Source: an optimization exercise on an open RTL-to-GDS flow (aim: small area and a short achievable clock period). Production flows keep margins and buffers that such runs may drop.
RTL that was checked went through simulation tests only; none was proved equivalent to the original.
For run 1, only the layout was checked, not whether the RTL still works.
Power and IR drop assume default switching activity.

==> flow/design.v (outline; a module is shown in full before it is edited, if it fits) <==
// module fa: 4 lines
// module ha: 4 lines
// module top_fp_mul_N32_M23_E8: 1334 lines
module top_fp_mul_N32_M23_E8(input  wire clk,
                             input  wire [31:0] a1,
                             input  wire [31:0] b1,
                             output wire [31:0] y);
  // ...
==> flow/flow/run.sh <==
#!/bin/bash
bash standard.sh MATCH_CELL_FOOTPRINT=0 "BUFFER_PORTS_ARGS=-buffer_cell sky130_fd_sc_hd__buf_2" finish > standard.log 2>&1
==> flow/standard.sh <==
#!/bin/bash
# synth_recipe.tcl (not shown) runs the flow's synth.tcl, then flattens the netlist and writes it again
# the make line also repeats each setting of config.mk as NAME=value (left out here)
make -C /OpenROAD-flow-scripts/flow DESIGN_CONFIG=/design/flow/config.mk WORK_HOME=/design/flow/orfs CLKGATE_MAP_FILE= SYNTH_SCRIPT=/design/flow/synth_recipe.tcl "${@:-finish}"
==> flow/config.mk <==
export PLATFORM = sky130hd
export DESIGN_NAME = top_fp_mul_N32_M23_E8
export DESIGN_NICKNAME = top_fp_mul_N32_M23_E8
export VERILOG_FILES = /design/flow/design.v
export SDC_FILE = /design/flow/constraint.sdc
export NUM_CORES = 4
export LEC_CHECK = 0
export ABC_AREA = 1
export CAP_MARGIN = 20
export CORE_MARGIN = 2
export CORE_UTILIZATION = 50
export CTS_BUF_LIST = sky130_fd_sc_hd__clkbuf_4 sky130_fd_sc_hd__clkbuf_8
export CTS_CLUSTER_SIZE = 30
export PLACE_DENSITY = 0.8
export SETUP_SLACK_MARGIN = 4.0
export SLEW_MARGIN = 70
export SYNTH_HIERARCHICAL = 1
==> flow/constraint.sdc <==
create_clock -name core_clock -period 8.5 [get_ports {clk}]
set_input_delay 1.7000 -clock core_clock [delete_from_list [all_inputs] [get_ports {clk}]]
set_output_delay 1.7000 -clock core_clock [all_outputs]
set_load 0.01 [all_outputs]
==> run_results.csv, run 1 <==
group,metric,value,unit
sta,rsz0062_at_grt,"yes",
synth,synth_compound_area_share,14.83,%
placement,place_ws,3.547,ns
outcome,status,"complete, no violations",
synth,yosys.area_share.simple,6.823,%
worst_setup_path,cp-start-kind,"flip-flop",
min_path,hold_path_end,"re2[1]",
placement,placed_cells,2169,
cts,cts-resized-gates,32,
cts,clock_latency,0.46,ns
detailed_routing,wl_met1,19.10,mm
final_layout,mostFrequentLayoutCell,"xor2_1",
cts,numCtsBuffers,17,
detailed_routing,routed-via-count,13724,
worst_setup_path,r2r_slack,4.05,ns
detailed_routing,drcViolationCount,0,
floorplan,die-area,0.03414,mm^2
worst_setup_path,reg2reg_depth,19,
placement,post-dp-hpwl,33.79,mm
pwr,comb_power,6.21,mW
cts,path_clk_slew,0.10,ns
sta,timing.fmax,224.6,MHz
floorplan,die_x,184.8,um
pwr,ir_worst_vdd,0.0002131,V
synth,synthFlopType,"dfxtp_1",
worst_setup_path,crit_end,"rh1[8]",
sta,max_slew.worst_pin.slew,0.4711,ns
synth,yosysSeqAreaShare,15.81,%
final_layout,final_area,0.01821,mm^2
synth,yosysMostFrequentCell,"xor2_1",
min_path,min_path_type,"flip-flop to flip-flop",
detailed_routing,vias_per_cell,6.149,
==> run 2: changes to the inputs <==
--- a/flow/design.v
+++ b/flow/design.v
@@ -1278,35 +1278,33 @@
   wire cp20 = cp18 & cp19;
   wire q_c21 = cg20;    
   wire q_g21 = lx[21] & ly[21], q_t21 = lx[21] | ly[21];
   wire q_g22 = c231 & s250, q_t22 = c231 | s250;
   wire q_c22 = q_g21 | (q_t21 & q_c21);
   wire q_c23n = q_g22 | (q_t22 & q_g21) | (q_t22 & q_t21 & q_c21);
   wire q_p22n = (c231 ^ s250) ^ q_c22;
   wire x23 = s272;
-  wire [14:0] lgp = {c521 ^ s530, c509 ^ s520, c497 ^ s508, c483 ^ s496, c469 ^ s482, c453 ^ s468, c437 ^ s452, c419 ^ s436, c401 ^ s418, c381 ^ s400, c361 ^ s380, c339 ^ s360, c317 ^ s338, c295 ^ s316, c273 ^ s294};
-  wire [14:0] lgg = {c521 & s530, c509 & s520, c497 & s508, c483 & s496, c469 & s482, c453 & s468, c437 & s452, c419 & s436, c401 & s418, c381 & s400, c361 & s380, c339 & s360, c317 & s338, c295 & s316, c273 & s294};
-  wire [8:0] hgx = {c579, c577, c573, c569, c563, c557, c549, c541, c531};
-  wire [8:0] hgy = {n11, s578, s576, s572, s568, s562, s556, s548, s540};
-  wire [8:0] hg0 = hgx & hgy;
-  wire [8:0] hp0 = hgx ^ hgy;
-  wire [8:0] hg1 = {(hg0[8]), (hg0[7] | (hp0[7] & hg0[6])), (hg0[6]), (hg0[5] | (hp0[5] & hg0[4])), (hg0[4]), (hg0[3] | (hp0[3] & hg0[2])), (hg0[2]), (hg0[1] | (hp0[1] & hg0[0])), (hg0[0])};
-  wire [8:0] hp1 = {(hp0[8]), (hp0[7] & hp0[6]), (hp0[6]), (hp0[5] & hp0[4]), (hp0[4]), (hp0[3] & hp0[2]), (hp0[2]), (hp0[1] & hp0[0]), (hp0[0])};
-  wire [8:0] hg2 = {(hg1[8]), (hg1[7] | (hp1[7] & hg1[5])), (hg1[6] | (hp1[6] & hg1[5])), (hg1[5]), (hg1[4]), (hg1[3] | (hp1[3] & hg1[1])), (hg1[2] | (hp1[2] & hg1[1])), (hg1[1]), (hg1[0])};
-  wire [8:0] hp2 = {(hp1[8]), (hp1[7] & hp1[5]), (hp1[6] & hp1[5]), (hp1[5]), (hp1[4]), (hp1[3] & hp1[1]), (hp1[2] & hp1[1]), (hp1[1]), (hp1[0])};
-  wire [8:0] hg3 = {(hg2[8]), (hg2[7] | (hp2[7] & hg2[3])), (hg2[6] | (hp2[6] & hg2[3])), (hg2[5] | (hp2[5] & hg2[3])), (hg2[4] | (hp2[4] & hg2[3])), (hg2[3]), (hg2[2]), (hg2[1]), (hg2[0])};
-  wire [8:0] hp3 = {(hp2[8]), (hp2[7] & hp2[3]), (hp2[6] & hp2[3]), (hp2[5] & hp2[3]), (hp2[4] & hp2[3]), (hp2[3]), (hp2[2]), (hp2[1]), (hp2[0])};
-  wire [8:0] hg4 = {(hg3[8] | (hp3[8] & hg3[7])), (hg3[7]), (hg3[6]), (hg3[5]), (hg3[4]), (hg3[3]), (hg3[2]), (hg3[1]), (hg3[0])};
-  wire [8:0] hp4 = {(hp3[8] & hp3[7]), (hp3[7]), (hp3[6]), (hp3[5]), (hp3[4]), (hp3[3]), (hp3[2]), (hp3[1]), (hp3[0])};
-  wire [8:0] hs0 = (hgx ^ hgy) ^ {hg4[7:0], 1'b0};
-  wire [8:0] hs1 = (hgx ^ hgy) ^ {hg4[7:0] | hp4[7:0], 1'b1};
+  wire [15:0] lgp = {c531 ^ s540, c521 ^ s530, c509 ^ s520, c497 ^ s508, c483 ^ s496, c469 ^ s482, c453 ^ s468, c437 ^ s452, c419 ^ s436, c401 ^ s418, c381 ^ s400, c361 ^ s380, c339 ^ s360, c317 ^ s338, c295 ^ s316, c273 ^ s294};
+  wire [15:0] lgg = {c531 & s540, c521 & s530, c509 & s520, c497 & s508, c483 & s496, c469 & s482, c453 & s468, c437 & s452, c419 & s436, c401 & s418, c381 & s400, c361 & s380, c339 & s360, c317 & s338, c295 & s316, c273 & s294};
+  wire [7:0] hgx = {c579, c577, c573, c569, c563, c557, c549, c541};
+  wire [7:0] hgy = {n11, s578, s576, s572, s568, s562, s556, s548};
+  wire [7:0] hg0 = hgx & hgy;
+  wire [7:0] hp0 = hgx ^ hgy;
+  wire [7:0] hg1 = {(hg0[7] | (hp0[7] & hg0[6])), (hg0[6]), (hg0[5] | (hp0[5] & hg0[4])), (hg0[4]), (hg0[3] | (hp0[3] & hg0[2])), (hg0[2]), (hg0[1] | (hp0[1] & hg0[0])), (hg0[0])};
+  wire [7:0] hp1 = {(hp0[7] & hp0[6]), (hp0[6]), (hp0[5] & hp0[4]), (hp0[4]), (hp0[3] & hp0[2]), (hp0[2]), (hp0[1] & hp0[0]), (hp0[0])};
+  wire [7:0] hg2 = {(hg1[7] | (hp1[7] & hg1[5])), (hg1[6] | (hp1[6] & hg1[5])), (hg1[5]), (hg1[4]), (hg1[3] | (hp1[3] & hg1[1])), (hg1[2] | (hp1[2] & hg1[1])), (hg1[1]), (hg1[0])};
+  wire [7:0] hp2 = {(hp1[7] & hp1[5]), (hp1[6] & hp1[5]), (hp1[5]), (hp1[4]), (hp1[3] & hp1[1]), (hp1[2] & hp1[1]), (hp1[1]), (hp1[0])};
+  wire [7:0] hg3 = {(hg2[7] | (hp2[7] & hg2[3])), (hg2[6] | (hp2[6] & hg2[3])), (hg2[5] | (hp2[5] & hg2[3])), (hg2[4] | (hp2[4] & hg2[3])), (hg2[3]), (hg2[2]), (hg2[1]), (hg2[0])};
+  wire [7:0] hp3 = {(hp2[7] & hp2[3]), (hp2[6] & hp2[3]), (hp2[5] & hp2[3]), (hp2[4] & hp2[3]), (hp2[3]), (hp2[2]), (hp2[1]), (hp2[0])};
+  wire [7:0] hs0 = (hgx ^ hgy) ^ {hg3[6:0], 1'b0};
+  wire [7:0] hs1 = (hgx ^ hgy) ^ {hg3[6:0] | hp3[6:0], 1'b1};
   reg         rx23, rc23, rr0, rr1, rs2;   
-  reg  [14:0] rlp, rlg;     
-  reg  [8:0] rh0, rh1;     
+  reg  [15:0] rlp, rlg;     
+  reg  [7:0] rh0, rh1;     
   reg  [7:0]  re2;
   always @(posedge clk) begin
     rx23 <= x23;
     rlp  <= lgp;
     rlg  <= lgg;
     rh0  <= hs0;
     rh1  <= hs1;
     rc23 <= q_c23n;
@@ -1315,29 +1313,29 @@
     rs2  <= rs;
     re2  <= re;
   end
   wire q_p0 = rx23 ^ rc23;
   wire q_g0 = rx23 & rc23;
   wire ci_n  = q_g0;                    
   wire ci_r0 = q_g0 | (q_p0 & rr0);
   wire ci_r1 = q_g0 | (q_p0 & rr1);
-  wire [14:0] lg0 = rlg;
-  wire [14:0] lp0 = rlp;
-  wire [14:0] lg1 = {(lg0[14]), (lg0[13] | (lp0[13] & lg0[12])), (lg0[12]), (lg0[11] | (lp0[11] & lg0[10])), (lg0[10]), (lg0[9] | (lp0[9] & lg0[8])), (lg0[8]), (lg0[7] | (lp0[7] & lg0[6])), (lg0[6]), (lg0[5] | (lp0[5] & lg0[4])), (lg0[4]), (lg0[3] | (lp0[3] & lg0[2])), (lg0[2]), (lg0[1] | (lp0[1] & lg0[0])), (lg0[0])};
-  wire [14:0] lp1 = {(lp0[14]), (lp0[13] & lp0[12]), (lp0[12]), (lp0[11] & lp0[10]), (lp0[10]), (lp0[9] & lp0[8]), (lp0[8]), (lp0[7] & lp0[6]), (lp0[6]), (lp0[5] & lp0[4]), (lp0[4]), (lp0[3] & lp0[2]), (lp0[2]), (lp0[1] & lp0[0]), (lp0[0])};
-  wire [14:0] lg2 = {(lg1[14] | (lp1[14] & lg1[13])), (lg1[13]), (lg1[12]), (lg1[11] | (lp1[11] & lg1[9])), (lg1[10] | (lp1[10] & lg1[9])), (lg1[9]), (lg1[8]), (lg1[7] | (lp1[7] & lg1[5])), (lg1[6] | (lp1[6] & lg1[5])), (lg1[5]), (lg1[4]), (lg1[3] | (lp1[3] & lg1[1])), (lg1[2] | (lp1[2] & lg1[1])), (lg1[1]), (lg1[0])};
-  wire [14:0] lp2 = {(lp1[14] & lp1[13]), (lp1[13]), (lp1[12]), (lp1[11] & lp1[9]), (lp1[10] & lp1[9]), (lp1[9]), (lp1[8]), (lp1[7] & lp1[5]), (lp1[6] & lp1[5]), (lp1[5]), (lp1[4]), (lp1[3] & lp1[1]), (lp1[2] & lp1[1]), (lp1[1]), (lp1[0])};
-  wire [14:0] lg3 = {(lg2[14] | (lp2[14] & lg2[11])), (lg2[13] | (lp2[13] & lg2[11])), (lg2[12] | (lp2[12] & lg2[11])), (lg2[11]), (lg2[10]), (lg2[9]), (lg2[8]), (lg2[7] | (lp2[7] & lg2[3])), (lg2[6] | (lp2[6] & lg2[3])), (lg2[5] | (lp2[5] & lg2[3])), (lg2[4] | (lp2[4] & lg2[3])), (lg2[3]), (lg2[2]), (lg2[1]), (lg2[0])};
-  wire [14:0] lp3 = {(lp2[14] & lp2[11]), (lp2[13] & lp2[11]), (lp2[12] & lp2[11]), (lp2[11]), (lp2[10]), (lp2[9]), (lp2[8]), (lp2[7] & lp2[3]), (lp2[6] & lp2[3]), (lp2[5] & lp2[3]), (lp2[4] & lp2[3]), (lp2[3]), (lp2[2]), (lp2[1]), (lp2[0])};
-  wire [14:0] lg4 = {(lg3[14] | (lp3[14] & lg3[7])), (lg3[13] | (lp3[13] & lg3[7])), (lg3[12] | (lp3[12] & lg3[7])), (lg3[11] | (lp3[11] & lg3[7])), (lg3[10] | (lp3[10] & lg3[7])), (lg3[9] | (lp3[9] & lg3[7])), (lg3[8] | (lp3[8] & lg3[7])), (lg3[7]), (lg3[6]), (lg3[5]), (lg3[4]), (lg3[3]), (lg3[2]), (lg3[1]), (lg3[0])};
-  wire [14:0] lp4 = {(lp3[14] & lp3[7]), (lp3[13] & lp3[7]), (lp3[12] & lp3[7]), (lp3[11] & lp3[7]), (lp3[10] & lp3[7]), (lp3[9] & lp3[7]), (lp3[8] & lp3[7]), (lp3[7]), (lp3[6]), (lp3[5]), (lp3[4]), (lp3[3]), (lp3[2]), (lp3[1]), (lp3[0])};
-  wire [15:0] cn  = {lg4 | (lp4 & {15{ci_n}}),  ci_n};
-  wire [15:0] cr0 = {lg4 | (lp4 & {15{ci_r0}}), ci_r0};
-  wire [15:0] cr1 = {lg4 | (lp4 & {15{ci_r1}}), ci_r1};
-  wire [24:0] w0 = {cr0[15] ? rh1 : rh0, rlp ^ cr0[14:0], q_p0 ^ rr0};
-  wire [24:0] w1 = {cr1[15] ? rh1 : rh0, rlp ^ cr1[14:0], q_p0 ^ rr1};
-  wire n = cn[15] ? rh1[8] : rh0[8];
+  wire [15:0] lg0 = rlg;
+  wire [15:0] lp0 = rlp;
+  wire [15:0] lg1 = {(lg0[15] | (lp0[15] & lg0[14])), (lg0[14]), (lg0[13] | (lp0[13] & lg0[12])), (lg0[12]), (lg0[11] | (lp0[11] & lg0[10])), (lg0[10]), (lg0[9] | (lp0[9] & lg0[8])), (lg0[8]), (lg0[7] | (lp0[7] & lg0[6])), (lg0[6]), (lg0[5] | (lp0[5] & lg0[4])), (lg0[4]), (lg0[3] | (lp0[3] & lg0[2])), (lg0[2]), (lg0[1] | (lp0[1] & lg0[0])), (lg0[0])};
+  wire [15:0] lp1 = {(lp0[15] & lp0[14]), (lp0[14]), (lp0[13] & lp0[12]), (lp0[12]), (lp0[11] & lp0[10]), (lp0[10]), (lp0[9] & lp0[8]), (lp0[8]), (lp0[7] & lp0[6]), (lp0[6]), (lp0[5] & lp0[4]), (lp0[4]), (lp0[3] & lp0[2]), (lp0[2]), (lp0[1] & lp0[0]), (lp0[0])};
+  wire [15:0] lg2 = {(lg1[15] | (lp1[15] & lg1[13])), (lg1[14] | (lp1[14] & lg1[13])), (lg1[13]), (lg1[12]), (lg1[11] | (lp1[11] & lg1[9])), (lg1[10] | (lp1[10] & lg1[9])), (lg1[9]), (lg1[8]), (lg1[7] | (lp1[7] & lg1[5])), (lg1[6] | (lp1[6] & lg1[5])), (lg1[5]), (lg1[4]), (lg1[3] | (lp1[3] & lg1[1])), (lg1[2] | (lp1[2] & lg1[1])), (lg1[1]), (lg1[0])};
+  wire [15:0] lp2 = {(lp1[15] & lp1[13]), (lp1[14] & lp1[13]), (lp1[13]), (lp1[12]), (lp1[11] & lp1[9]), (lp1[10] & lp1[9]), (lp1[9]), (lp1[8]), (lp1[7] & lp1[5]), (lp1[6] & lp1[5]), (lp1[5]), (lp1[4]), (lp1[3] & lp1[1]), (lp1[2] & lp1[1]), (lp1[1]), (lp1[0])};
+  wire [15:0] lg3 = {(lg2[15] | (lp2[15] & lg2[11])), (lg2[14] | (lp2[14] & lg2[11])), (lg2[13] | (lp2[13] & lg2[11])), (lg2[12] | (lp2[12] & lg2[11])), (lg2[11]), (lg2[10]), (lg2[9]), (lg2[8]), (lg2[7] | (lp2[7] & lg2[3])), (lg2[6] | (lp2[6] & lg2[3])), (lg2[5] | (lp2[5] & lg2[3])), (lg2[4] | (lp2[4] & lg2[3])), (lg2[3]), (lg2[2]), (lg2[1]), (lg2[0])};
+  wire [15:0] lp3 = {(lp2[15] & lp2[11]), (lp2[14] & lp2[11]), (lp2[13] & lp2[11]), (lp2[12] & lp2[11]), (lp2[11]), (lp2[10]), (lp2[9]), (lp2[8]), (lp2[7] & lp2[3]), (lp2[6] & lp2[3]), (lp2[5] & lp2[3]), (lp2[4] & lp2[3]), (lp2[3]), (lp2[2]), (lp2[1]), (lp2[0])};
+  wire [15:0] lg4 = {(lg3[15] | (lp3[15] & lg3[7])), (lg3[14] | (lp3[14] & lg3[7])), (lg3[13] | (lp3[13] & lg3[7])), (lg3[12] | (lp3[12] & lg3[7])), (lg3[11] | (lp3[11] & lg3[7])), (lg3[10] | (lp3[10] & lg3[7])), (lg3[9] | (lp3[9] & lg3[7])), (lg3[8] | (lp3[8] & lg3[7])), (lg3[7]), (lg3[6]), (lg3[5]), (lg3[4]), (lg3[3]), (lg3[2]), (lg3[1]), (lg3[0])};
+  wire [15:0] lp4 = {(lp3[15] & lp3[7]), (lp3[14] & lp3[7]), (lp3[13] & lp3[7]), (lp3[12] & lp3[7]), (lp3[11] & lp3[7]), (lp3[10] & lp3[7]), (lp3[9] & lp3[7]), (lp3[8] & lp3[7]), (lp3[7]), (lp3[6]), (lp3[5]), (lp3[4]), (lp3[3]), (lp3[2]), (lp3[1]), (lp3[0])};
+  wire [16:0] cn  = {lg4 | (lp4 & {16{ci_n}}),  ci_n};
+  wire [16:0] cr0 = {lg4 | (lp4 & {16{ci_r0}}), ci_r0};
+  wire [16:0] cr1 = {lg4 | (lp4 & {16{ci_r1}}), ci_r1};
+  wire [24:0] w0 = {cr0[16] ? rh1 : rh0, rlp ^ cr0[15:0], q_p0 ^ rr0};
+  wire [24:0] w1 = {cr1[16] ? rh1 : rh0, rlp ^ cr1[15:0], q_p0 ^ rr1};
+  wire n = cn[16] ? rh1[7] : rh0[7];
   wire [7:0] re2p1 = re2 + 8'd1;
   wire [7:0] e = n ? re2p1 : re2;
   wire [22:0] m = n ? w1[23:1] : w0[22:0];
   assign y = {rs2, e, m};
 endmodule
==> run 2 against run 1 <==
  * Still clean on timing, DRC and antenna
  * First-iteration DRC count shrank 3.9%
  * Cell count shrank 0.31%
  * Combinational power shrank 6.0%
  * Total power shrank 4.1%
  * Wire length shrank 3.4%
  * Worst setup slack gained 0.11 ns
  * Cell area shrank 1.2%
  * Non-clock buffer count shrank 5
  * Register-to-register slack gained 0.15 ns
  * Sequential share of layout area is essentially flat
  * Clock skew is essentially flat
  * Synthesized area shrank 0.43%
  * Largest cell class unchanged
==> run_results.csv, run 2 <==
group,metric,value,unit
pwr,finalPower,7.501,mW
pwr,ir_worst_vdd,0.0002278,V
synth,ys_warn_count,7,
sta,rsz0062_at_grt,"yes",
global_routing,grt_start_max_net_pins,30,
sta,tns,0,ns
final_layout,antenna_cells,0,
final_layout,fin_nets,2168,
synth,synth-edff-count,0,
synth,synthFlopType,"dfxtp_1",
worst_setup_path,setup.worst_path.class,"flip-flop to output pin",
outcome,status,"complete, no violations",
sta,period_share,51.13,%
worst_setup_path,worstPathMaxFanout,12,
final_layout,mostFrequentLayoutCell,"xor2_1",
detailed_routing,drtIter0Drc,1794,
cts,cts_tree,"built",
global_routing,groute.usage.overall,27.62,%
cts,cts_buffer_depth,2,
synth,netlist_area,0.01627,mm^2
worst_setup_path,cp-start-kind,"flip-flop",
floorplan,start_util,50.39,%
worst_setup_path,critPathRequiredTime,6.80,ns
cts,cts_sinks,129,
placement,routabilityCongestion,0.9300,
global_routing,grt_pass1_wl,73.13,mm
synth,yosysSeqAreaShare,15.87,%
synth,syn_avg_cell_area,9.356,um^2
detailed_routing,drcViolationCount,0,
detailed_routing,ant_nets,0,
synth,yosysTopAreaCell,"fa_1",
synth,syn_inst,1739,
detailed_routing,vias_per_cell,6.129,
synth,synthTopCellsByCount,"xor2_1 (298), fa_1 (269), o22ai_1 (245), nand2_1 (154), inv_1 (149)",
floorplan,die_y,184.4,um
synth,yosys_register_bits,129,
sta,hold_ws,0.3283,ns
cts,hold_buffers,0,
detailed_routing,drt-wirelength-per-cell,21.34,um
worst_setup_path,end_kind,"output pin",
pwr,p_per_area,417.1,mW/mm^2
placement,post-dp-hpwl,32.95,mm
final_layout,drive_above_1_share,13.97,%
cts,clock_latency,0.45,ns
final_layout,layout_common_cells,"xor2_1 (298), fa_1 (265), o22ai_1 (245), nand2_1 (153), inv_1 (147)",
cts,path_clk_slew,0.09,ns
min_path,min_path_type,"flip-flop to flip-flop",
sta,timing.fmax,230.1,MHz
global_routing,antenna_found_initial,0,
cts,numCtsBuffers,17,
cts,cts_htree_levels,4,
synth,synth.area.top_cells,"fa_1 (33%), xor2_1 (16%), dfxtp_1 (16%), o22ai_1 (9.4%), ha_1 (4.9%)",
sta,relSlewSlack,72.87,%
sta,final.setup_skew,0.01965,ns
synth,yosysTopAreaCellShare,33.10,%
sta,setup_violations,0,
worst_setup_path,r2r_slack,4.20,ns
global_routing,gr-total-overflow,0,
sta,maxSlewViolCount,0,
global_routing,grt_pass1_vias,13697,
final_layout,largest_reg_flops,23,
synth,async_flop_share,0,%
sta,hold_viol_final,0,
detailed_routing,routed-via-count,13638,
floorplan,rows,66,
detailed_routing,first_pass_iters,6,
final_layout,regMostFlops,"ra_n",
synth,synth_nets,2137,
worst_setup_path,crit_arrival,2.65,ns
sta,period_needed,4.346,ns
sta,max_slew.worst_pin.slew,0.4070,ns
final_layout,area_growth,10.54,%
placement,port-buffer-count,96,
synth,yosysMostFrequentCell,"xor2_1",
floorplan,die-area,0.03400,mm^2
floorplan,ios,97,
detailed_routing,wl,47.48,mm
floorplan,die_x,184.4,um
flow_run,max_cap_viol_count,0,
pwr,leakage,7.871,nW
cts,cts_root_buffer,"clkbuf_8",
synth,synth_cell_types,50,
final_layout,reg_top3,"ra_n x23, rlg x16, rlp x16",
floorplan,core,0.03229,mm^2
-- run 2: changes by cell type in the layout (fill, tap and decap cells not counted), sizes merged, moves of 3 or more --
cell | before | now
nor2 | 60 | 72
nand2 | 166 | 158
xor2 | 305 | 298
nor3 | 10 | 4
buf | 150 | 145
a31oi | 4 | 7
bufinv | 1 | 4
-- run 2: per-module statistics from Yosys, one instance, submodules excluded --
| module | copies in the design | cells inside |
|---|---|---|
| ha | 20 | 1 |
| fa | 264 | 1 |
| top_fp_mul_N32_M23_E8 | 1 | 1455 |
-- run 2: layer usage --
metal / up-vias / GRT usage (%) / wire [um]
li1: 5845 / - / -
met1: 6669 / 36.73 / 18610
met2: 951 / 43.35 / 21500
met3: 173 / 8.319 / 5839
met4: 0 / 8.672 / 1534
met5: - / 0 / 0
-- run 2: power by group --
| part | switching [mW] | internal, mW |
|---|---|---|
| clock | 0.270 | 0.328 |
| sequential | 0.171 | 0.887 |
| combinational | 3.30 | 2.55 |
-- run 2: stage by stage --
stage               util [%]  instances  instance area (um^2)  setup slack [ns]
CTS                    54.63       2207                 17640             4.009
floorplan                  -       1739                 16280             4.006
global placement       52.72       2174                 17020             3.629
detailed placement     53.10       2174                 17140             3.927
finish                 55.70       2225                 17980             4.154
global route           55.70       2225                 17980             3.961
-- run 2: path summary, 6_finish.rpt --
kind	endpoint	from	cells past startpoint
min	re2[3]	re[3]	0
max	y[1]	rlp[1]	11
max reg2reg	rh1[7]	ra_n[12]	20
min reg2reg	re2[3]	re[3]	0
-- run 2: cell type report --
class / instances / area [um^2]
well taps: 442 / 553.0
multi-input cells: 1318 / 12660
fillers: 2730 / 14300
inverters: 155 / 598.1
repair buffers: 149 / 1049
clock buffers: 18 / 241.5
flip-flops and latches: 129 / 2683
clock inverters: 14 / 200.2
-- run 2: kinds of logic (layout without fill, tap and decap cells) --
group,Yosys count,in the layout,share of synthesized area (%)
compound gates,400,400,15.18
fa+ha+maj,333,333,38.02
xor+xnor,323,323,17.39
buf+inv,294,336,6.968
simple gates,259,261,6.506
flops,129,129,15.87
mux,1,1,0.06153
-- run 2: critical path, cell delays in order, from the launching register on --
cell	delay [ns]
dfxtp_2	0.35
a21o_1	0.19
a21boi_2	0.23
o21ai_4	0.10
a21oi_4	0.24
inv_2	0.10
nand3_4	0.09
a31o_4	0.23
buf_4	0.14
nand2_4	0.12
o21ai_0	0.23
buf_2	0.17
-- run 2: what timing repair did --
action                                  in CTS  in global routing
pin swaps                                    0                  8
gates resized for setup                     11                 40
gates cloned                                 1                  5
setup buffers                                0                 13
endpoints found under the setup margin      22                 33
==> run 3: changes to the inputs <==
--- a/flow/config.mk
+++ b/flow/config.mk
@@ -11,6 +11,7 @@
 export CORE_UTILIZATION = 50
 export CTS_BUF_LIST = sky130_fd_sc_hd__clkbuf_4 sky130_fd_sc_hd__clkbuf_8
 export CTS_CLUSTER_SIZE = 30
+export GPL_ROUTABILITY_DRIVEN = 0
 export PLACE_DENSITY = 0.8
 export SETUP_SLACK_MARGIN = 4.0
 export SLEW_MARGIN = 70
==> run 3 against run 2 <==
  * Via count is 0.18% higher
  * Critical path depth is 2 higher
  * Clock power is 13% lower
  * Global-route usage hardly changed
  * Count of clock-buffer cells in the layout stayed put
  * Sequential power hardly changed
  * Register-to-register slack hardly changed
  * Fmax is 0.32% lower
  * Total power is 1.4% lower
  * Critical endpoint is now y[10]
  * Largest power group unchanged
==> run_results.csv, run 3 <==
group,metric,value,unit
final_layout,mostFrequentLayoutCell,"xor2_1",
floorplan,die-area,0.03400,mm^2
sta,hold_viol_final,0,
worst_setup_path,worstPathMaxFanout,8,
min_path,hp-start,"re[7]",
pwr,seqPwrFrac,14.3,%
detailed_routing,drcViolationCount,0,
sta,setup_violations,0,
detailed_routing,wl,46.41,mm
worst_setup_path,r2r_slack,4.20,ns
sta,timing.fmax,229.4,MHz
outcome,status,"complete, no violations",
cts,cts_root_buffer,"clkbuf_8",
cts,cts_tree,"built",
final_layout,area_growth,10.51,%
synth,yosysSeqAreaShare,15.87,%
cts,cts_buffer_depth,2,
cts,numCtsBuffers,17,
final_layout,multi_input_area,0.01266,mm^2
pwr,switching_power,3.716,mW
worst_setup_path,crit_arrival,2.66,ns
pwr,p_per_area,411.4,mW/mm^2
floorplan,start_util,50.39,%
pwr,combPwrFrac,78.7,%
synth,synth_nets,2137,
synth,yosysMostFrequentCell,"xor2_1",
synth,syn_avg_cell_area,9.356,um^2
sta,tns,0,ns
final_layout,seq_area,0.002686,mm^2
synth,yosysTopAreaCellShare,33.10,%
min_path,min_path_type,"flip-flop to flip-flop",
final_layout,num-fill-cells,2667,
synth,yosysTopAreaCell,"fa_1",
global_routing,grt_start_max_net_pins,30,
worst_setup_path,reg2reg_depth,17,
final_layout,antenna_cells,0,
min_path,hold_path_end,"re2[7]",
global_routing,grt_pass1_vias,13889,
detailed_routing,ant_nets,0,
synth,synthTopCellsByCount,"xor2_1 (298), fa_1 (269), o22ai_1 (245), nand2_1 (154), inv_1 (149)",
pwr,leakage,7.847,nW
pwr,internal_power,3.680,mW
placement,port-buffer-count,96,
worst_setup_path,critPathRequiredTime,6.80,ns
detailed_routing,first_pass_iters,10,
floorplan,die_x,184.4,um
cts,clock_latency,0.48,ns
cts,hold_buffers,0,
global_routing,gr-total-overflow,0,
final_layout,reg_top3,"ra_n x23, rlg x16, rlp x16",
global_routing,antenna_found_initial,0,
synth,ys_warn_count,7,
floorplan,rows,66,
synth,syn_inst,1739,
global_routing,grt_pass1_wl,73.20,mm
flow_run,max_cap_viol_count,0,
sta,period_share,51.29,%
synth,netlist_area,0.01627,mm^2
final_layout,layout_common_cells,"xor2_1 (298), fa_1 (263), o22ai_1 (245), nand2_1 (153), inv_1 (147)",
synth,synth.area.top_cells,"fa_1 (33%), xor2_1 (16%), dfxtp_1 (16%), o22ai_1 (9.4%), ha_1 (4.9%)",
synth,async_flop_share,0,%
synth,synthFlopType,"dfxtp_1",
worst_setup_path,cp-start-kind,"flip-flop",
final_layout,largest_reg_flops,23,
floorplan,die_y,184.4,um
floorplan,core,0.03229,mm^2
cts,path_clk_slew,0.08,ns
pwr,ir_worst_vdd,0.0002163,V
sta,relSlewSlack,72.34,%
detailed_routing,drt-wirelength-per-cell,20.90,um
final_layout,fin_nets,2164,
synth,synth_cell_types,50,
detailed_routing,routed-via-count,13663,
sta,maxSlewViolCount,0,
sta,max_slew.worst_pin.slew,0.4149,ns
synth,synth-edff-count,0,
sta,final.setup_skew,0.01903,ns
worst_setup_path,r2r-end,"rh1[5]",
worst_setup_path,setup.worst_path.class,"flip-flop to output pin",
pwr,p_sw_share,50.24,%
detailed_routing,vias_per_cell,6.152,
synth,yosys_register_bits,129,
sta,hold_ws,0.3328,ns
cts,cts_sinks,129,
min_path,hold_depth,0,
final_layout,final_util,55.68,%
global_routing,groute.usage.overall,27.65,%
cts,cts_htree_levels,4,
pwr,clockPowerShare,7.0,%
final_layout,regMostFlops,"ra_n",
floorplan,ios,97,
detailed_routing,drtIter0Drc,2152,
final_layout,drive_above_1_share,14.00,%
placement,post-dp-hpwl,32.99,mm
sta,rsz0062_at_grt,"yes",
worst_setup_path,reg2reg_from,"ra_n[12]",
sta,period_needed,4.360,ns
worst_setup_path,end_kind,"output pin",
-- run 3: cell counts after synthesis --
No cell type changed its count.
-- run 3: timing repair --
| action | in CTS | in global routing |
|---|---|---|
| pin swaps | 2 | 8 |
| gates resized for setup | 10 | 49 |
| gates cloned | 1 | 4 |
| setup buffers | 1 | 10 |
| endpoints found under the setup margin | 22 | 36 |
-- run 3: per-stage QoR --
| step | power [mW] | worst slack, ns | std cells | instance area (um^2) |
|---|---|---|---|---|
| floorplan | 5.105 | 4.006 | 1739 | 16280 |
| global route | 8.310 | 3.969 | 2221 | 17980 |
| CTS | 7.281 | 3.998 | 2207 | 17610 |
| detailed placement | 6.646 | 3.915 | 2173 | 17160 |
| finish | 7.396 | 4.140 | 2221 | 17980 |
| global placement | 6.354 | 3.891 | 2171 | 17000 |
-- run 3: worst max-delay path by stage --
stage	startpoint	to	slack, ns
5_1_grt	rlp[1]	y[14]	3.97
2_1_floorplan	negr[5]	rh1[5]	4.01
3_5_place_dp	negr[6]	rh1[5]	3.92
6_report	rlp[1]	y[10]	4.14
4_1_cts	rlp[1]	y[14]	4.00
3_3_place_gp	ra_n[16]	rh1[5]	3.89
-- run 3: cells by family after synthesis --
| group | count (synthesis) | share of synthesized area [%] |
|---|---|---|
| and+or+nand+nor | 259 | 6.506 |
| adders and majority gates | 333 | 38.02 |
| xor gates and xnor gates | 323 | 17.39 |
| DFF | 129 | 15.87 |
| muxes | 1 | 0.06153 |
| AOI/OAI and AO/OA | 400 | 15.18 |
| buffers and inverters | 294 | 6.968 |
-- run 3: layer usage --
layer  GRT usage (%)  part of all wire, %  vias to the layer above
met3           9.405                   14                      232
met4           12.13                  4.4                        2
met1           35.41                   37                     6496
met5               0                0.022                        -
met2           42.57                   45                     1105
li1                -                    -                     5828
-- run 3: per-module statistics from Yosys, one instance, submodules excluded --
module	area, um^2	cells inside	flip-flops and latches	times used
top_fp_mul_N32_M23_E8	10730	1455	129	1
fa	20.02	1	0	264
ha	12.51	1	0	20
-- run 3: final cells by class --
| cell class | instances | area share, % |
|---|---|---|
| clock buffer | 18 | 1.378 |
| multi-input combinational | 1317 | 70.42 |
| tap | 442 | 3.076 |
| inverter | 155 | 3.327 |
| timing repair buffer | 146 | 6.048 |
| sequential | 129 | 14.94 |
| clock inverter | 14 | 0.8143 |
-- run 3: power by group through the flow --
stage	Sequential, mW	Combinational (mW)	Clock, mW
after detailed placement	1.06	5.59	0
after global routing	1.08	6.68	0.553
final	1.06	5.82	0.520
after floorplan	0.984	4.12	0
after global placement	1.05	5.30	0
after CTS	1.04	5.71	0.529
-- run 3: worst max-delay path: stages (launching register included) --
cell	delay, ns
dfxtp_2	0.36
a21o_1	0.22
a21boi_2	0.22
o21ai_4	0.09
a21oi_4	0.23
inv_2	0.09
nand3_2	0.12
nand4_1	0.09
buf_4	0.17
nand2_8	0.13
buf_4	0.16
nand2_1	0.06
o21ai_0	0.08
buf_2	0.17
==> run 4: changes to the inputs <==
--- a/flow/config.mk
+++ b/flow/config.mk
@@ -11,8 +11,7 @@
 export CORE_UTILIZATION = 50
 export CTS_BUF_LIST = sky130_fd_sc_hd__clkbuf_4 sky130_fd_sc_hd__clkbuf_8
 export CTS_CLUSTER_SIZE = 30
-export GPL_ROUTABILITY_DRIVEN = 0
 export PLACE_DENSITY = 0.8
 export SETUP_SLACK_MARGIN = 4.0
-export SLEW_MARGIN = 70
+export SLEW_MARGIN = 80
 export SYNTH_HIERARCHICAL = 1
==> run 4 against run 3 <==
  * Clock skew is 0.0055 ns lower
  * Synthesized area stayed put
  * Die area stayed put
==> run_results.csv, run 4 <==
group,metric,value,unit
final_layout,mostFrequentLayoutCell,"xor2_1",
synth,yosysSeqAreaShare,15.87,%
sta,tns,0,ns
pwr,leakage,8.140,nW
worst_setup_path,crit_chain,"a21o_1 -> a21boi_2 -> o21ai_4 -> a21oi_4 -> inv_2 -> nand3_4 -> nand4_1 -> buf_4 -> nand2_4 -> o21ai_0 -> buf_2",
min_path,hold_depth,0,
final_layout,reg_top3,"ra_n x23, rlg x16, rlp x16",
final_layout,final_util,57.65,%
synth,yosys_register_bits,129,
placement,routabilityCongestion,0.9300,
detailed_routing,drt-wirelength-per-cell,21.15,um
final_layout,fin_nets,2196,
cts,cts_buffer_depth,2,
detailed_routing,wl_met1,18.56,mm
final_layout,area_growth,14.40,%
sta,final.setup_skew,0.01355,ns
worst_setup_path,reg2reg_depth,17,
global_routing,grt_start_max_net_pins,30,
placement,place_ws,3.937,ns
sta,rsz0062_at_grt,"yes",
final_layout,final_area,0.01861,mm^2
synth,yosysTopAreaCell,"fa_1",
detailed_routing,wl_met2,21.75,mm
worst_setup_path,worstPathMaxFanout,12,
cts,numCtsBuffers,17,
global_routing,gr-total-overflow,0,
worst_setup_path,critPathRequiredTime,6.80,ns
sta,setup_violations,0,
sta,maxSlewViolCount,0,
synth,yosysTopAreaCellShare,33.10,%
final_layout,multi_input_area,0.01274,mm^2
detailed_routing,vias_per_cell,6.091,
cts,cts_sinks,129,
cts,path_clk_slew,0.08,ns
min_path,min_path_type,"flip-flop to flip-flop",
sta,max_slew.worst_pin.slew,0.3264,ns
worst_setup_path,cpPeakStageDelay,0.35,ns
synth,ys_warn_count,7,
placement,post-dp-hpwl,33.97,mm
cts,cts_tree,"built",
sta,relSlewSlack,78.24,%
final_layout,layout_common_cells,"xor2_1 (292), fa_1 (259), o22ai_1 (244), nand2_1 (153), inv_1 (146)",
synth,synth-edff-count,0,
detailed_routing,met3_length,5.880,mm
final_layout,largest_reg_flops,23,
detailed_routing,ant_nets,0,
floorplan,start_util,50.39,%
sta,period_share,51.43,%
global_routing,grt_pass1_vias,13767,
synth,synth_cell_types,50,
worst_setup_path,cp_slowest_cell,"dfxtp_2",
cts,cts_htree_levels,4,
detailed_routing,drtIter0Drc,1763,
final_layout,antenna_cells,0,
outcome,status,"complete, no violations",
sta,fin_ws,4.129,ns
final_layout,num-fill-cells,2672,
placement,placed_area,0.01754,mm^2
pwr,finalPower,7.598,mW
synth,synthTopCellsByCount,"xor2_1 (298), fa_1 (269), o22ai_1 (245), nand2_1 (154), inv_1 (149)",
pwr,ir_worst_vdd,0.0002533,V
worst_setup_path,cp-start-kind,"flip-flop",
sta,period_needed,4.371,ns
detailed_routing,routed-via-count,13724,
synth,syn_avg_cell_area,9.356,um^2
sta,hold_viol_final,0,
cts,cts_root_buffer,"clkbuf_8",
synth,synthFlopType,"dfxtp_1",
sta,timing.fmax,228.8,MHz
worst_setup_path,setup.worst_path.class,"flip-flop to output pin",
detailed_routing,dr.max_layer_used,"met4",
synth,yosysMostFrequentCell,"xor2_1",
detailed_routing,drcViolationCount,0,
floorplan,die-area,0.03400,mm^2
final_layout,seq_area,0.002681,mm^2
floorplan,die_y,184.4,um
floorplan,ios,97,
floorplan,core,0.03229,mm^2
synth,syn_inst,1739,
global_routing,grt_pass1_wl,73.31,mm
detailed_routing,first_pass_iters,6,
cts,clock_latency,0.46,ns
global_routing,groute.usage.overall,27.84,%
detailed_routing,wl,47.64,mm
flow_run,max_cap_viol_count,0,
synth,synth.area.top_cells,"fa_1 (33%), xor2_1 (16%), dfxtp_1 (16%), o22ai_1 (9.4%), ha_1 (4.9%)",
final_layout,drive_above_1_share,16.12,%
synth,async_flop_share,0,%
final_layout,regMostFlops,"ra_n",
floorplan,die_x,184.4,um
worst_setup_path,crit_arrival,2.67,ns
placement,port-buffer-count,96,
worst_setup_path,end_kind,"output pin",
pwr,p_per_area,408.2,mW/mm^2
global_routing,antenna_found_initial,0,
floorplan,rows,66,
synth,synth_nets,2137,
synth,netlist_area,0.01627,mm^2
[run 4: cell counts after synthesis]
No cell type changed its count.
[run 4: critical path: cells and delay by family (launching register included)]
family                 cells  cell delay [ns]
flip-flops                 1             0.35
AND/OR/NAND/NOR            3             0.49
buffers and inverters      3             0.49
AO/OA/AOI/OAI              5             0.89
[run 4: per-layer routing]
metal,global-route usage [%],up-vias
met5,0,-
met4,9.216,0
met3,8.160,160
met2,43.41,1041
met1,37.25,6643
li1,-,5880
[run 4: cells by family (layout without fill, tap and decap cells)]
family	count (synthesis)	after routing	share of synthesized area, %
xor+xnor	323	323	17.39
fa+ha+maj	333	333	38.02
simple gates	259	260	6.506
flops	129	129	15.87
buf+inv	294	365	6.968
compound gates	400	400	15.18
mux	1	1	0.06153
[run 4: layout make-up]
cell class | count | area share, %
sequential | 129 | 14.41
multi-input combinational | 1317 | 68.47
clock inverter | 14 | 1.217
clock buffer | 18 | 1.297
timing repair buffer | 178 | 8.443
tap | 442 | 2.971
inverter | 155 | 3.193
[run 4: power by group]
part	total [mW]	switching (mW)	internal (mW)
Combinational	5.95	3.35	2.60
Sequential	1.04	0.149	0.887
Clock	0.615	0.257	0.358
Total	7.60	3.75	3.84
[run 4: through the flow]
step | hold WS, ns | std cells
floorplan | 0.3096 | 1739
global placement | 0.3098 | 2174
detailed placement | 0.3150 | 2189
CTS | 0.3333 | 2223
global route | 0.3351 | 2253
finish | 0.3310 | 2253
[run 4: timing repair]
item                                    in CTS  in global routing
hold buffers                                 0                  0
gates resized for setup                      7                 34
pin swaps                                    1                  8
hold endpoints to repair                     0                  0
cloned                                       2                  3
buffers inserted                             0                 12
endpoints found under the setup margin       5                 33
[run 4: final timing paths]
kind,startpoint,end,slack [ns]
worst max-delay path,rlp[1],y[22],4.13
worst min-delay path,re[6],re2[6],0.33
worst max register to register,ra_n[12],rh1[5],4.20
worst min register to register,re[6],re2[6],0.33
[run 4: Yosys stat by module, one instance, submodules excluded]
module | cell area [um^2] | cells
ha | 12.51 | 1
fa | 20.02 | 1
top_fp_mul_N32_M23_E8 | 10730 | 1455
==> run 5: changes to the inputs <==
--- a/flow/config.mk
+++ b/flow/config.mk
@@ -13,5 +13,5 @@
 export CTS_CLUSTER_SIZE = 30
 export PLACE_DENSITY = 0.8
 export SETUP_SLACK_MARGIN = 4.0
-export SLEW_MARGIN = 80
+export SLEW_MARGIN = 60
 export SYNTH_HIERARCHICAL = 1
==> run 5 against run 4 <==
  * Via count decreased by 2.0%
  * Hold slack about the same
  * First-iteration DRC count decreased by 9.9%
  * Synthesized area unchanged
  * Wire length decreased by 2.0%
  * Global-route usage decreased by 0.33 points
  * Cell count decreased by 1.3%
  * Clock power decreased by 22%
  * Cell area decreased by 4.0%
  * Core utilization decreased by 2.3 points
  * Flip-flop and latch count unchanged
  * Synthesized cell count unchanged
  * Critical endpoint is now y[10]
==> run_results.csv, run 5 <==
group,metric,value,unit
global_routing,grt.met1_usage,36.55,%
cts,cts_tree,"built",
global_routing,grtUsageMet2,42.14,%
floorplan,start_util,50.39,%
global_routing,antenna_found_initial,1,
worst_setup_path,setup.worst_path.class,"flip-flop to output pin",
synth,netlist_area,0.01627,mm^2
worst_setup_path,worstPathMaxFanout,7,
worst_setup_path,reg2reg_depth,17,
synth,yosys_register_bits,129,
synth,yosysMostFrequentCell,"xor2_1",
placement,routabilityCongestion,0.9300,
placement,post-dp-hpwl,32.76,mm
synth,syn_avg_cell_area,9.356,um^2
pwr,leakage,7.807,nW
detailed_routing,drcViolationCount,0,
cts,cts_root_buffer,"clkbuf_8",
sta,max_slew.worst_pin.slew,0.6146,ns
sta,fin_ws,4.123,ns
cts,cts_htree_levels,4,
final_layout,reg_top3,"ra_n x23, rlg x16, rlp x16",
detailed_routing,first_pass_iters,6,
final_layout,largest_reg_flops,23,
worst_setup_path,cp-start-kind,"flip-flop",
detailed_routing,wl,46.69,mm
synth,async_flop_share,0,%
flow_run,max_cap_viol_count,0,
final_layout,layout_common_cells,"xor2_1 (298), fa_1 (266), o22ai_1 (245), nand2_1 (153), inv_1 (147)",
placement,place_ws,3.782,ns
synth,synth.area.top_cells,"fa_1 (33%), xor2_1 (16%), dfxtp_1 (16%), o22ai_1 (9.4%), ha_1 (4.9%)",
global_routing,grt.busiest_layer,"met2",
sta,rsz0062_at_grt,"yes",
global_routing,grt_pass1_wl,72.73,mm
sta,relSlewSlack,59.02,%
global_routing,gr-total-overflow,0,
synth,synthTopCellsByCount,"xor2_1 (298), fa_1 (269), o22ai_1 (245), nand2_1 (154), inv_1 (149)",
sta,hold_viol_final,0,
detailed_routing,ant_nets,0,
detailed_routing,vias_per_cell,6.049,
floorplan,ios,97,
global_routing,grt_pass1_vias,13812,
detailed_routing,routed-via-count,13453,
final_layout,num-fill-cells,2778,
sta,timing.fmax,228.5,MHz
synth,synth_nets,2137,
floorplan,core,0.03229,mm^2
sta,final.setup_skew,0.01365,ns
min_path,min_path_type,"flip-flop to flip-flop",
global_routing,grt_start_max_net_pins,30,
placement,port-buffer-count,96,
global_routing,groute.usage.overall,27.51,%
floorplan,die_y,184.4,um
detailed_routing,drt-wirelength-per-cell,20.99,um
final_layout,drive_above_1_share,13.92,%
cts,cts_sinks,129,
cts,cts_buffer_depth,2,
synth,synthFlopType,"dfxtp_1",
final_layout,final_util,55.32,%
final_layout,regMostFlops,"ra_n",
sta,period_share,51.49,%
synth,synth_cell_types,50,
worst_setup_path,end_kind,"output pin",
floorplan,rows,66,
synth,synth-edff-count,0,
sta,hold_ws,0.3311,ns
sta,period_needed,4.377,ns
global_routing,grt_util_met3,8.595,%
sta,setup_violations,0,
floorplan,die_x,184.4,um
cts,path_clk_slew,0.08,ns
final_layout,fin_nets,2167,
min_path,hold_depth,0,
pwr,ir_worst_vdd,0.0002396,V
final_layout,area_growth,9.790,%
cts,clock_latency,0.48,ns
cts,hold_buffers,0,
synth,ys_warn_count,7,
sta,maxSlewViolCount,0,
outcome,status,"complete, no violations",
floorplan,die-area,0.03400,mm^2
worst_setup_path,crit_arrival,2.68,ns
pwr,finalPower,7.321,mW
sta,tns,0,ns
cts,numCtsBuffers,17,
worst_setup_path,critPathRequiredTime,6.80,ns
final_layout,mostFrequentLayoutCell,"xor2_1",
synth,syn_inst,1739,
synth,yosysSeqAreaShare,15.87,%
final_layout,antenna_cells,0,
pwr,p_per_area,409.8,mW/mm^2
synth,yosysTopAreaCellShare,33.10,%
synth,yosysTopAreaCell,"fa_1",
detailed_routing,drtIter0Drc,1589,
run 5: cell counts after synthesis:
Identical to the previous run, type by type.
run 5: kinds of logic after synthesis:
kind of cell | count (synthesis) | synth area share [%]
mux | 1 | 0.06153
fa+ha+maj | 333 | 38.02
xor+xnor | 323 | 17.39
buf+inv | 294 | 6.968
flops | 129 | 15.87
simple gates | 259 | 6.506
compound gates | 400 | 15.18
run 5: layer usage:
metal  vias to the layer above  share of wire (%)
li1                       5821                  -
met1                      6577                 39
met2                       901                 45
met3                       152                 12
met4                         2                3.3
met5                         -              0.028
run 5: power by group:
group	leakage, nW	switching (mW)	internal [mW]
logic	6.54	3.26	2.53
clock network	0.172	0.266	0.216
registers	1.09	0.166	0.889
run 5: cell type report:
cell class                      count  area [um^2]  share of cell area, %
Multi-Input combinational cell   1317        12660                  70.90
Sequential cell                   129         2663                  14.91
Timing Repair Buffer              149         1021                  5.716
Inverter                          155        594.3                  3.327
Tap cell                          442        553.0                  3.096
Clock buffer                       18        247.7                  1.387
Clock inverter                     14        118.9                 0.6655
run 5: worst paths after layout:
path,from,endpoint,slack [ns]
setup / recovery,rlp[1],y[10],4.12
hold / removal,re[6],re2[6],0.33
setup reg to reg,ra_n[12],rh1[5],4.13
hold reg to reg,re[6],re2[6],0.33
run 5: critical path, stage by stage (launching register included):
cell and delay (ns):
dfxtp_4 0.37, a21o_1 0.19, a21boi_2 0.22, o21ai_4 0.09, a21oi_4 0.22, inv_2 0.10
nand3_4 0.09, nand4_1 0.25, nand2_8 0.21, buf_6 0.14, nand2_1 0.05, o21ai_0 0.09
buf_2 0.17
run 5: modules after synthesis, one instance, submodules excluded:
module                 area [um^2]  flops+latches  times used  cells
ha                           12.51              0          20      1
fa                           20.02              0         264      1
top_fp_mul_N32_M23_E8        10730            129           1   1455
run 5: through the flow:
step           instance area, um^2  std cells
3_5_place_dp                 17050       2174
5_1_grt                      17860       2224
3_3_place_gp                 17020       2174
4_1_cts                      17540       2208
2_1_floorplan                16280       1739
6_report                     17860       2224
run 5: what timing repair did:
action,4_1_cts,5_1_grt
pin swaps,0,11
setup buffers,0,12
resized for setup,22,51
setup endpoints to repair,31,33
hold endpoints to repair,0,0
gates cloned,2,3
==> run 6: changes to the inputs <==
--- a/flow/config.mk
+++ b/flow/config.mk
@@ -10,8 +10,8 @@
 export CORE_MARGIN = 2
 export CORE_UTILIZATION = 50
 export CTS_BUF_LIST = sky130_fd_sc_hd__clkbuf_4 sky130_fd_sc_hd__clkbuf_8
-export CTS_CLUSTER_SIZE = 30
+export CTS_CLUSTER_SIZE = 20
 export PLACE_DENSITY = 0.8
 export SETUP_SLACK_MARGIN = 4.0
-export SLEW_MARGIN = 60
+export SLEW_MARGIN = 70
 export SYNTH_HIERARCHICAL = 1
==> run 6 against run 5 <==
  * Clock power increased by 24%
  * Synthesized cell count stayed put
  * Die area did not move
  * Via count increased by 1.4%
  * Global-route usage increased by 0.11 points
  * Critical endpoint is now y[1]
  * Core utilization increased by 0.38 points
  * Sequential power barely moved
  * Combinational power is 1% higher
  * Critical path type unchanged
  * Sequential share of layout area about the same
==> run_results.csv, run 6 <==
group,metric,value,unit
worst_setup_path,cp-start-kind,"flip-flop",
final_layout,antenna_cells,0,
sta,hold_ws,0.3283,ns
detailed_routing,vias_per_cell,6.129,
global_routing,grt_pass1_wl,73.13,mm
floorplan,start_util,50.39,%
worst_setup_path,setup.worst_path.class,"flip-flop to output pin",
cts,cts_htree_levels,4,
pwr,leakage,7.871,nW
final_layout,area_growth,10.54,%
flow_run,max_cap_viol_count,0,
synth,synthFlopType,"dfxtp_1",
final_layout,largest_reg_flops,23,
floorplan,die_y,184.4,um
detailed_routing,ant_nets,0,
final_layout,num-fill-cells,2730,
detailed_routing,drtIter0Drc,1794,
synth,yosysMostFrequentCell,"xor2_1",
sta,tns,0,ns
synth,synthTopCellsByCount,"xor2_1 (298), fa_1 (269), o22ai_1 (245), nand2_1 (154), inv_1 (149)",
global_routing,grt_util_met3,8.319,%
final_layout,reg_top3,"ra_n x23, rlg x16, rlp x16",
global_routing,grt_pass1_vias,13697,
final_layout,regMostFlops,"ra_n",
sta,timing.fmax,230.1,MHz
global_routing,grtUsageMet2,43.35,%
synth,synth_compound_area_share,15.18,%
final_layout,layout_common_cells,"xor2_1 (298), fa_1 (265), o22ai_1 (245), nand2_1 (153), inv_1 (147)",
global_routing,grt.busiest_layer,"met2",
synth,synth.area.top_cells,"fa_1 (33%), xor2_1 (16%), dfxtp_1 (16%), o22ai_1 (9.4%), ha_1 (4.9%)",
final_layout,final_util,55.70,%
cts,clock_latency,0.45,ns
worst_setup_path,crit_arrival,2.65,ns
cts,hold_buffers,0,
pwr,p_per_area,417.1,mW/mm^2
placement,post-dp-hpwl,32.95,mm
synth,synth_cell_types,50,
detailed_routing,first_pass_iters,6,
final_layout,fin_nets,2168,
worst_setup_path,cp_slowest_cell,"dfxtp_2",
cts,cts_root_buffer,"clkbuf_8",
sta,rsz0062_at_grt,"yes",
final_layout,mostFrequentLayoutCell,"xor2_1",
floorplan,die-area,0.03400,mm^2
pwr,ir_worst_vdd,0.0002278,V
floorplan,die_x,184.4,um
synth,yosysTopAreaCell,"fa_1",
synth,synthMuxAreaShare,0.06152,%
worst_setup_path,crit_chain,"a21o_1 -> a21boi_2 -> o21ai_4 -> a21oi_4 -> inv_2 -> nand3_4 -> a31o_4 -> buf_4 -> nand2_4 -> o21ai_0 -> buf_2",
detailed_routing,drt-wirelength-per-cell,21.34,um
synth,synth_nets,2137,
detailed_routing,drcViolationCount,0,
cts,cts_tree,"built",
cts,path_clk_slew,0.09,ns
synth,async_flop_share,0,%
synth,synth-edff-count,0,
worst_setup_path,critPathRequiredTime,6.80,ns
placement,routabilityCongestion,0.9300,
worst_setup_path,critical_path_buf_inv_count,3,
sta,period_needed,4.346,ns
synth,syn_avg_cell_area,9.356,um^2
global_routing,gr-total-overflow,0,
sta,period_share,51.13,%
sta,setup_violations,0,
sta,max_slew.worst_pin.slew,0.4070,ns
sta,final.setup_skew,0.01965,ns
floorplan,core,0.03229,mm^2
outcome,status,"complete, no violations",
worst_setup_path,r2r_slack,4.20,ns
synth,yosys_register_bits,129,
synth,ys_warn_count,7,
min_path,min_path_type,"flip-flop to flip-flop",
final_layout,fin_cells,2225,
worst_setup_path,worstPathMaxFanout,12,
synth,netlist_area,0.01627,mm^2
worst_setup_path,cpPeakStageDelay,0.35,ns
synth,yosysSeqAreaShare,15.87,%
sta,hold_viol_final,0,
floorplan,ios,97,
placement,placed_cells,2174,
worst_setup_path,path_delay_family,"compound AO/OA/AOI/OAI gates",
sta,maxSlewViolCount,0,
synth,synth_top_family_by_area,"adder cells",
detailed_routing,wl,47.48,mm
global_routing,groute.usage.overall,27.62,%
synth,yosys.area_share.simple,6.506,%
sta,relSlewSlack,72.87,%
cts,cts_sinks,129,
cts,numCtsBuffers,17,
floorplan,rows,66,
placement,port-buffer-count,96,
sta,fin_ws,4.154,ns
synth,synth-xor-area-share,17.39,%
global_routing,grt.met1_usage,36.73,%
placement,place_ws,3.927,ns
cts,cts_buffer_depth,2,
synth,yosysTopAreaCellShare,33.10,%
synth,syn_inst,1739,
worst_setup_path,end_kind,"output pin",
detailed_routing,routed-via-count,13638,
global_routing,grt_start_max_net_pins,30,
global_routing,antenna_found_initial,0,
synth,synthAdderAreaFrac,38.02,%
final_layout,drive_above_1_share,13.97,%
==> run 6: layout make-up <==
cell class | instances | area (um^2) | share of cell area (%)
multi-input combinational | 1318 | 12660 | 70.40
sequential | 129 | 2683 | 14.92
timing repair buffer | 149 | 1049 | 5.830
inverter | 155 | 598.1 | 3.325
tap | 442 | 553.0 | 3.075
clock buffer | 18 | 241.5 | 1.343
clock inverter | 14 | 200.2 | 1.113
==> run 6: path summary, 6_finish.rpt <==
kind,startpoint,to,cells past startpoint
setup / recovery,rlp[1],y[1],11
hold / removal,re[3],re2[3],0
setup reg to reg,ra_n[12],rh1[7],20
hold reg to reg,re[3],re2[3],0
==> run 6: repair_timing <==
action                     4_1_cts  5_1_grt
gates resized for setup         11       40
setup buffers                    0       13
pin swaps                        0        8
gates cloned                     1        5
setup endpoints to repair       22       33
==> run 6: cell families (layout without fill, tap and decap cells) <==
family | Yosys count | after routing
compound gates | 400 | 400
xor+xnor | 323 | 323
fa+ha+maj | 333 | 333
buf+inv | 294 | 336
flops | 129 | 129
mux | 1 | 1
simple gates | 259 | 261
==> run 6: Yosys stat by module, one instance, submodules excluded <==
| module | flip-flops and latches | cells inside | area [um^2] |
|---|---|---|---|
| fa | 0 | 1 | 20.02 |
| ha | 0 | 1 | 12.51 |
| top_fp_mul_N32_M23_E8 | 129 | 1455 | 10730 |
==> run 6: routing by layer <==
layer	vias to the layer above	wire, um
met3	173	5839
li1	5845	-
met1	6669	18610
met2	951	21500
met5	-	0
met4	0	1534
==> run 6: report_power, final <==
part / total [mW] / switching (mW) / internal (mW)
Clock: 0.598 / 0.270 / 0.328
Sequential: 1.06 / 0.171 / 0.887
Combinational: 5.84 / 3.30 / 2.55
==> run 6: through the flow <==
step | power, mW | area [um^2]
final | 7.501 | 17980
after floorplan | 5.105 | 16280
after global placement | 6.324 | 17020
after global routing | 8.371 | 17980
after CTS | 7.366 | 17640
after detailed placement | 6.688 | 17140
==> run 7: changes to the inputs <==
--- a/flow/config.mk
+++ b/flow/config.mk
@@ -10,8 +10,8 @@
 export CORE_MARGIN = 2
 export CORE_UTILIZATION = 50
 export CTS_BUF_LIST = sky130_fd_sc_hd__clkbuf_4 sky130_fd_sc_hd__clkbuf_8
-export CTS_CLUSTER_SIZE = 20
+export CTS_CLUSTER_SIZE = 30
 export PLACE_DENSITY = 0.8
-export SETUP_SLACK_MARGIN = 4.0
+export SETUP_SLACK_MARGIN = 4.1
 export SLEW_MARGIN = 70
 export SYNTH_HIERARCHICAL = 1
==> run 7 against run 6 <==
  * Wire length increased by 1.5%
  * Total power increased by 2.5%
  * Hold slack improved by 0.0028 ns
  * Fmax decreased by 1.4%
  * Synthesized cell count unchanged
  * Sequential power about the same
  * Die area unchanged
  * Register-to-register slack improved by 0.04 ns
  * Core utilization increased by 0.65 points
  * Largest power group unchanged
  * Flip-flop and latch count unchanged
  * Critical path type unchanged
  * First-iteration DRC count decreased by 2.3%
  * Cell count increased by 0.45%
==> run_results.csv, run 7 <==
group,metric,value,unit
final_layout,fin_cells,2235,
min_path,hold_path_end,"re2[4]",
worst_setup_path,r2r-end,"rh1[5]",
floorplan,rows,66,
worst_setup_path,critPathRequiredTime,6.80,ns
synth,synth_nets,2137,
placement,post-dp-hpwl,33.32,mm
pwr,ir_worst_vdd,0.0002017,V
floorplan,ios,97,
cts,cts_htree_levels,4,
cts,clock_latency,0.48,ns
detailed_routing,first_pass_iters,9,
placement,place_ws,3.877,ns
floorplan,start_util,50.39,%
detailed_routing,drcViolationCount,0,
synth,syn_inst,1739,
detailed_routing,routed-via-count,13641,
placement,routabilityCongestion,0.9335,
worst_setup_path,cp_slowest_cell,"dfxtp_1",
detailed_routing,wl,48.17,mm
final_layout,layout_common_cells,"xor2_1 (297), fa_1 (263), o22ai_1 (245), inv_1 (144), nand2_1 (142)",
synth,yosysMostFrequentCell,"xor2_1",
synth,synthTopCellsByCount,"xor2_1 (298), fa_1 (269), o22ai_1 (245), nand2_1 (154), inv_1 (149)",
synth,ys_warn_count,7,
min_path,hp-start,"re[4]",
final_layout,antenna_cells,0,
pwr,leakage,7.924,nW
synth,yosys_register_bits,129,
placement,placed_cells,2175,
sta,fin_ws,4.091,ns
outcome,status,"complete, no violations",
final_layout,largest_reg_flops,23,
floorplan,die-area,0.03400,mm^2
worst_setup_path,crit_chain,"a21oi_2 -> nor2_1 -> nor2_1 -> inv_2 -> a21oi_2 -> inv_2 -> a21oi_4 -> nand4_1 -> buf_4 -> buf_8 -> nand2_8 -> o21ai_0 -> buf_2",
cts,cts_sinks,129,
sta,maxSlewViolCount,0,
final_layout,final_area,0.01820,mm^2
synth,async_flop_share,0,%
global_routing,grt_pass1_vias,14066,
detailed_routing,drt-wirelength-per-cell,21.55,um
synth,synth_cell_types,50,
synth,yosysSeqAreaShare,15.87,%
sta,tns,0,ns
sta,final.setup_skew,0.01401,ns
flow_run,max_cap_viol_count,0,
placement,placed_area,0.01714,mm^2
pwr,p_per_area,422.7,mW/mm^2
worst_setup_path,cp-start-kind,"flip-flop",
final_layout,regMostFlops,"ra_n",
floorplan,core,0.03229,mm^2
floorplan,die_y,184.4,um
worst_setup_path,end_kind,"output pin",
worst_setup_path,reg2reg_depth,17,
final_layout,mostFrequentLayoutCell,"xor2_1",
synth,synth.area.top_cells,"fa_1 (33%), xor2_1 (16%), dfxtp_1 (16%), o22ai_1 (9.4%), ha_1 (4.9%)",
final_layout,fin_nets,2178,
floorplan,die_x,184.4,um
detailed_routing,vias_per_cell,6.103,
worst_setup_path,worstPathMaxFanout,6,
detailed_routing,drtIter0Drc,1752,
worst_setup_path,setup.worst_path.class,"flip-flop to output pin",
synth,netlist_area,0.01627,mm^2
final_layout,drive_above_1_share,16.17,%
synth,syn_avg_cell_area,9.356,um^2
cts,path_clk_slew,0.08,ns
worst_setup_path,r2r_slack,4.24,ns
sta,max_slew.worst_pin.slew,0.4446,ns
synth,yosysTopAreaCell,"fa_1",
worst_setup_path,cpPeakStageDelay,0.36,ns
global_routing,grt_start_max_net_pins,30,
cts,cts_root_buffer,"clkbuf_8",
worst_setup_path,crit_arrival,2.71,ns
cts,cts_buffer_depth,2,
final_layout,reg_top3,"ra_n x23, rlg x16, rlp x16",
global_routing,gr-total-overflow,0,
placement,port-buffer-count,96,
cts,cts_tree,"built",
synth,synthFlopType,"dfxtp_1",
synth,synth-edff-count,0,
sta,hold_viol_final,0,
sta,setup_violations,0,
detailed_routing,ant_nets,0,
min_path,min_path_type,"flip-flop to flip-flop",
global_routing,groute.usage.overall,28.74,%
worst_setup_path,reg2reg_from,"ra_n[10]",
sta,period_share,51.87,%
min_path,hold_depth,0,
final_layout,area_growth,11.84,%
sta,relSlewSlack,70.11,%
sta,timing.fmax,226.8,MHz
global_routing,grt_pass1_wl,75.44,mm
global_routing,antenna_found_initial,0,
cts,numCtsBuffers,17,
synth,yosysTopAreaCellShare,33.10,%
worst_setup_path,startpoint,"rlg[8]",
sta,rsz0062_at_grt,"yes",
sta,period_needed,4.409,ns
## run 7: cell types whose count changed in the layout (fill, tap and decap cells not counted), moves of 4 or more
cell     before  now
o21ai_1       1    9
buf_6        10   14
nand2_1     153  142
o21ai_0      66   54
buf_4        34   40
o21ai_2       0    4
a21oi_1      32   28
a21oi_2       1    5
buf_2        96   92
nand2_2       2   11
## run 7: how the worst max path moves through the flow
stage              to  slack [ns]  depth (start not counted)
6_report         y[1]        4.09                         13
3_3_place_gp   rh1[5]        3.86                         16
5_1_grt         y[16]        3.95                         10
4_1_cts        rh1[5]        4.10                         16
3_5_place_dp   rh1[5]        3.88                         17
2_1_floorplan  rh1[5]        4.10                         17
## run 7: worst max-delay path: cells and delay by family, from the launching register on
| family | cells | cell delay [ns] |
|---|---|---|
| compound gates | 4 | 0.67 |
| buf+inv | 5 | 0.66 |
| flops | 1 | 0.36 |
| simple gates | 4 | 0.54 |
## run 7: routing by layer
metal	track usage, %	share of wire, %
met4	12.26	4.0
met2	44.30	45
met3	8.358	12
met5	0	0
met1	37.85	39
## run 7: logic make-up after synthesis
group	synth area share, %
buffers and inverters	6.968
multiplexers	0.06153
AND/OR/NAND/NOR	6.506
adder cells (fa/ha/maj)	38.02
flip-flops	15.87
XOR/XNOR	17.39
AO/OA/AOI/OAI	15.18
## run 7: cell type report
type | count | area [um^2]
clock inverter | 15 | 146.4
sequential | 129 | 2681
inverter | 155 | 605.6
multi-input combinational | 1318 | 12790
timing repair buffer | 159 | 1189
fill | 2740 | 14090
clock buffer | 17 | 234.0
tap | 442 | 553.0
## run 7: repair_timing
action                     4_1_cts  5_1_grt
hold buffers                     0        0
pin swaps                        2       18
cloned                           5        1
resized for setup               32       79
setup buffers                    5       17
setup endpoints to repair       27       38
## run 7: through the flow
step                power [mW]  util, %  hold slack [ns]
floorplan                5.106        -           0.3096
global placement         6.342    52.74           0.3110
detailed placement       6.729    53.07           0.3143
CTS                      7.401    55.09           0.3331
global route             8.589    56.36           0.3462
finish                   7.692    56.36           0.3311
## run 7: power breakdown
part / switching [mW] / internal (mW)
logic: 3.43 / 2.70
registers: 0.172 / 0.890
clock network: 0.267 / 0.239
## run 7: per-module statistics from Yosys, one instance, submodules excluded
module                 flip-flops and latches  copies in the design  cells inside  area (um^2)
top_fp_mul_N32_M23_E8                     129                     1          1455        10730
ha                                          0                    20             1        12.51
fa                                          0                   264             1        20.02

## port drivers added, routing unchanged
How much do the figures lean on ideal ports? The routed layouts below were timed once more, with nothing changed but the port constraints.
Step 1, drivers: a clkbuf_16 drives clk and a buf_2 each remaining input, both assumed.
Step 2 adds t to the input delays and takes it off the output delays; t is the mean of the earliest and latest rising clock arrival at the registers after step 1. Input paths then give back, and output paths get back, about the clock's delay inside the block.
a / b / c = ideal / step 1 / step 2; a / b = the first two.
| run | t (ns) | setup WS [ns] | worst setup path at the end | slew at the worst register clock pin (ns) | worst slew at a driven data input, ns |
|---|---|---|---|---|---|
| run 1 | 0.485 | 4.048 / 4.031 / 4.048 | register to register | 0.10 / 0.10 | 0.05 |
| run 2 | 0.474 | 4.154 / 4.117 / 4.195 | register to register | 0.09 / 0.09 | 0.04 |
| run 3 | 0.514 | 4.140 / 4.096 / 4.202 | register to register | 0.09 / 0.09 | 0.05 |
| run 4 | 0.499 | 4.129 / 4.084 / 4.204 | register to register | 0.08 / 0.08 | 0.04 |
| run 5 | 0.512 | 4.123 / 4.080 / 4.130 | register to register | 0.08 / 0.08 | 0.04 |
| run 6 | 0.474 | 4.154 / 4.117 / 4.195 | register to register | 0.09 / 0.09 | 0.04 |
| run 7 | 0.514 | 4.091 / 4.052 / 4.244 | register to register | 0.08 / 0.08 | 0.04 |
After both steps setup and hold are still met in every run listed.
